What follows belongs to an exercise in optimizing a design on an open flow for small area and a short achievable clock period; a production flow would make more cautious choices. The RTL was checked by simulation tests, not by an equivalence proof against the original design.

Design mac_unit, start of the top module:
module mac_unit #(
    parameter AW = 16,
    parameter BW = 16,
    parameter ACCW = 40,
    parameter SIGNED = 0
)(
    input  wire clk,
    input  wire rst_n,
    input  wire en,
    input  wire valid_in,
    input  wire [AW-1:0] a,
    input  wire [BW-1:0] b,
    output reg  valid_out,
    output reg  [ACCW-1:0] acc_out
);
Size: ~1100 cells after synthesis, ~11000 µm² of cells after synthesis.
clock: 7.0 ns
lec_check: 0
cap_margin: 20
core_margin: 2
core_utilization: 40
setup_slack_margin: 3
slew_margin: 20
synth_hierarchical: 1
synth_minimum_keep_size: 0
run.sh (not shown) runs the stock make flow with config.mk's settings and CLKGATE_MAP_FILE= SYNTH_SCRIPT=/design/flow/synth_recipe.tcl, a recipe that flattens the netlist after the stock synthesis.
Rerun with:
Settings changed: CORE_UTILIZATION 40 to 65.
The new run finished with timing, DRC and antenna clean.
Cell count decreases by 10%.
Design area went down by 2.8%.
Count of clock-buffer cells in the layout stays the same.
Critical path depth is unchanged.
Non-clock buffer count is lower by 6.
Global-route usage climbs by 11 points.
Setup slack is worse by 0.019 ns.
Wire length is lower by 7.4%.
Rerun with:
Settings changed: CORE_UTILIZATION 65 to 40, SETUP_SLACK_MARGIN 3 to 3.7.
After rerunning:
- final area climbs by about a fifth
- worst hold slack stays flat
- worst setup slack improves by 0.33 ns
- non-clock buffer count climbs by 86
- count of clock-buffer cells in the layout climbs by 4
- synthesized cell count does not change
- critical path depth climbs by 1
- utilization drops by 19 points
Rerun with:
Settings changed: SETUP_SLACK_MARGIN 3.7 to 3.4.
The new run finished clean.
Clock-buffer cell count went down by 3.
Wire length drops by 5.3%.
Hold slack stays flat.
Die area stays the same.
First-iteration DRC count goes up by 6.4%.
Global-route usage falls by 1.7 points.
Non-clock buffer count falls by 34.
Sequential cell count does not change.
Area after synthesis stays the same.

---

## job 4347
Another version of the RTL of mac_unit (not shown whole).
For scale: roughly 1200 cells after synthesis, about 120 flip-flops, roughly 77 I/O pins.
==> flow/design.v (excerpt) <==
module mac_unit #(
    parameter AW = 16,
    parameter BW = 16,
    parameter ACCW = 40,
    parameter SIGNED = 0
)(
    input  wire clk,
    input  wire rst_n,
    input  wire en,
    input  wire valid_in,
    input  wire [AW-1:0] a,
    input  wire [BW-1:0] b,
    output reg  valid_out,
    output reg  [ACCW-1:0] acc_out
);
clock: 7.0 ns
lec_check: 0
cap_margin: 20
core_margin: 2
core_utilization: 65
cts_buf_list: sky130_fd_sc_hd__clkbuf_4 sky130_fd_sc_hd__clkbuf_8
setup_slack_margin: 3.7
slew_margin: 20
synth_hierarchical: 1
synth_minimum_keep_size: 0
tns_end_percent: 20
Modified inputs, job 3192 compared to job 4347
- CORE_UTILIZATION changed from 65 to 80
- TNS_END_PERCENT removed (was 20)
- PLACE_DENSITY newly set to 0.8
## What came out
- Job 3192 did not make it past global routing, where a tool error ended it.
- Job 3192 vs job 4347: width of the die down
- From job 4347 to job 3192, mean area per synthesized cell did not move at all.
- Taking job 4347 as the reference, in job 3192 row count -5; post-detailed-placement half-perimeter wirelength now sits higher; final estimated routing congestion in global placement went up by 0.018; H-tree depth reported by CTS flat.
- STATUS worst setup slack before clock tree synthesis: job 3192 loses against job 4347
- Job 3192 ends up with a count of placed standard cells including taps that is 3.2% lower than in job 4347.
- Instance area after placement in job 3192 vs job 4347: up 49 um^2
- Buffers inserted during post-CTS setup optimization: job 3192 > job 4347
- Job 3192 has height of the chip below what job 4347 had.
Here is what was changed in the inputs of job 3036 compared with job 3192.
- CORE_UTILIZATION: 80 -> 65
- PLACE_DENSITY: 0.8 -> unset
- SETUP_SLACK_MARGIN: 3.7 -> 3.6
## What came out
Number of buffer cells added on primary ports came out exactly the same in job 3192 and job 3036.
Summary: with job 3192 as the reference, floorplan die width in job 3036 moved up by more than 10%.
Job 3192 has lower standard-cell row count than job 3036.
Of job 3192 and job 3036, only job 3192 fails to finish with a clean layout.
Job 3192 did not make it past global routing, where a tool error ended it.
Re proportion of register bits with asynchronous set or reset after synthesis: no difference whatsoever between job 3036 and job 3192.
Reported for job 3192 and job 3036, count of distinct cell types in the synthesized netlist turned out identical to the last digit.
Job 3192 → job 3036: area of placed instances went up; number of setup buffers added after CTS went down; cell total after placement went up.
Here is what was changed in the inputs of job 2152 compared with job 3036.
- changing SETUP_SLACK_MARGIN from 3.6 to 3.7
- changing CORE_UTILIZATION from 65 to 72
[summary]
- Compared with job 3036, job 2152 shows a number of placed instances, taps included that is 14 lower.
- Job 2152 vs job 3036, routed length on met1 went down by 4.0%.
- Job 3036 → job 2152: total routing usage reported by global routing went up; sequential share of cell area went down.
- Job 3036 reports its destination of the critical timing path as pr[16] while job 2152 reports acc_out[19].
Input-level comparison between job 7182 and job 2152:
- GPL_ROUTABILITY_DRIVEN now 0, previously not set
- CORE_UTILIZATION now 65, was 72
[summary]
Job 7182 went all the way through synthesis, placement and routing and the layout is clean on timing, DRC and antenna. Changes observed in job 7182 relative to job 2152: number of global-route vias before repair decreased 675, detailed-routing wirelength on met1 grew by 100 um, number of antenna violations at the first check in global routing lower, shortest period the worst path allows has decreased. In job 7182 the setup slack turned out 0.22 ns higher than in job 2152. Start point of the critical path = b[9]: job 7182; start point of the critical path = pr[33]: job 2152. When job 7182 is measured against job 2152, its final wirelength turns out 13% lower.
Setup changes, job 7182 to job 6887
- GPL_ROUTABILITY_DRIVEN: 0 -> unset
- ABC_AREA: unset -> 1
### Flow results
Diff job 7182 -> job 6887: average cell area after synthesis fell about 19%, pin count of the biggest net entering global routing rose 10, global routing usage on met1 level.

port drivers added, routing unchanged:
How much do the figures lean on ideal ports? The routed layouts below were timed once more, with nothing changed but the port constraints.
Step 1: set_driving_cell puts a clkbuf_16 on clk and a buf_2 on each other input, an assumption about the parent block.
Step 2 moves the port delays by t, midway between the first and last clock arrival at a register: inputs arrive t later, outputs are due t later. That takes back most of the time a late clock gives input paths.
Three values: ideal, step 1, step 2; two values: the first two.
run	shift t [ns]	setup slack, ns	hold slack, ns	clock arrival spread, ns
the first run of note 1	0.452	3.059 / 3.067 / 2.615	0.477 / 0.477 / 0.477	0.008 / 0.008
the second run of note 1	0.471	3.041 / 3.059 / 2.588	0.480 / 0.480 / 0.480	0.012 / 0.012
the third run of note 1	0.471	3.366 / 3.363 / 2.892	0.480 / 0.480 / 0.480	0.016 / 0.016
the fourth run of note 1	0.461	3.396 / 3.354 / 2.893	0.478 / 0.478 / 0.478	0.014 / 0.014
job 4347	0.473	3.629 / 3.644 / 3.171	0.492 / 0.492 / 0.492	0.008 / 0.008
job 3036	0.488	3.633 / 3.645 / 3.156	0.498 / 0.498 / 0.498	0.015 / 0.015
job 2152	0.502	3.505 / 3.505 / 3.136	0.491 / 0.491 / 0.491	0.017 / 0.017
job 7182	0.480	3.725 / 3.727 / 3.246	0.490 / 0.490 / 0.490	0.011 / 0.011
job 6887	0.492	3.727 / 3.725 / 3.232	0.473 / 0.473 / 0.473	0.017 / 0.017
After both steps every run listed still meets setup and hold. The setup slack of the fourth run of note 1, which loses most, moves by -0.042 ns with the drivers and by -0.503 ns with both steps.
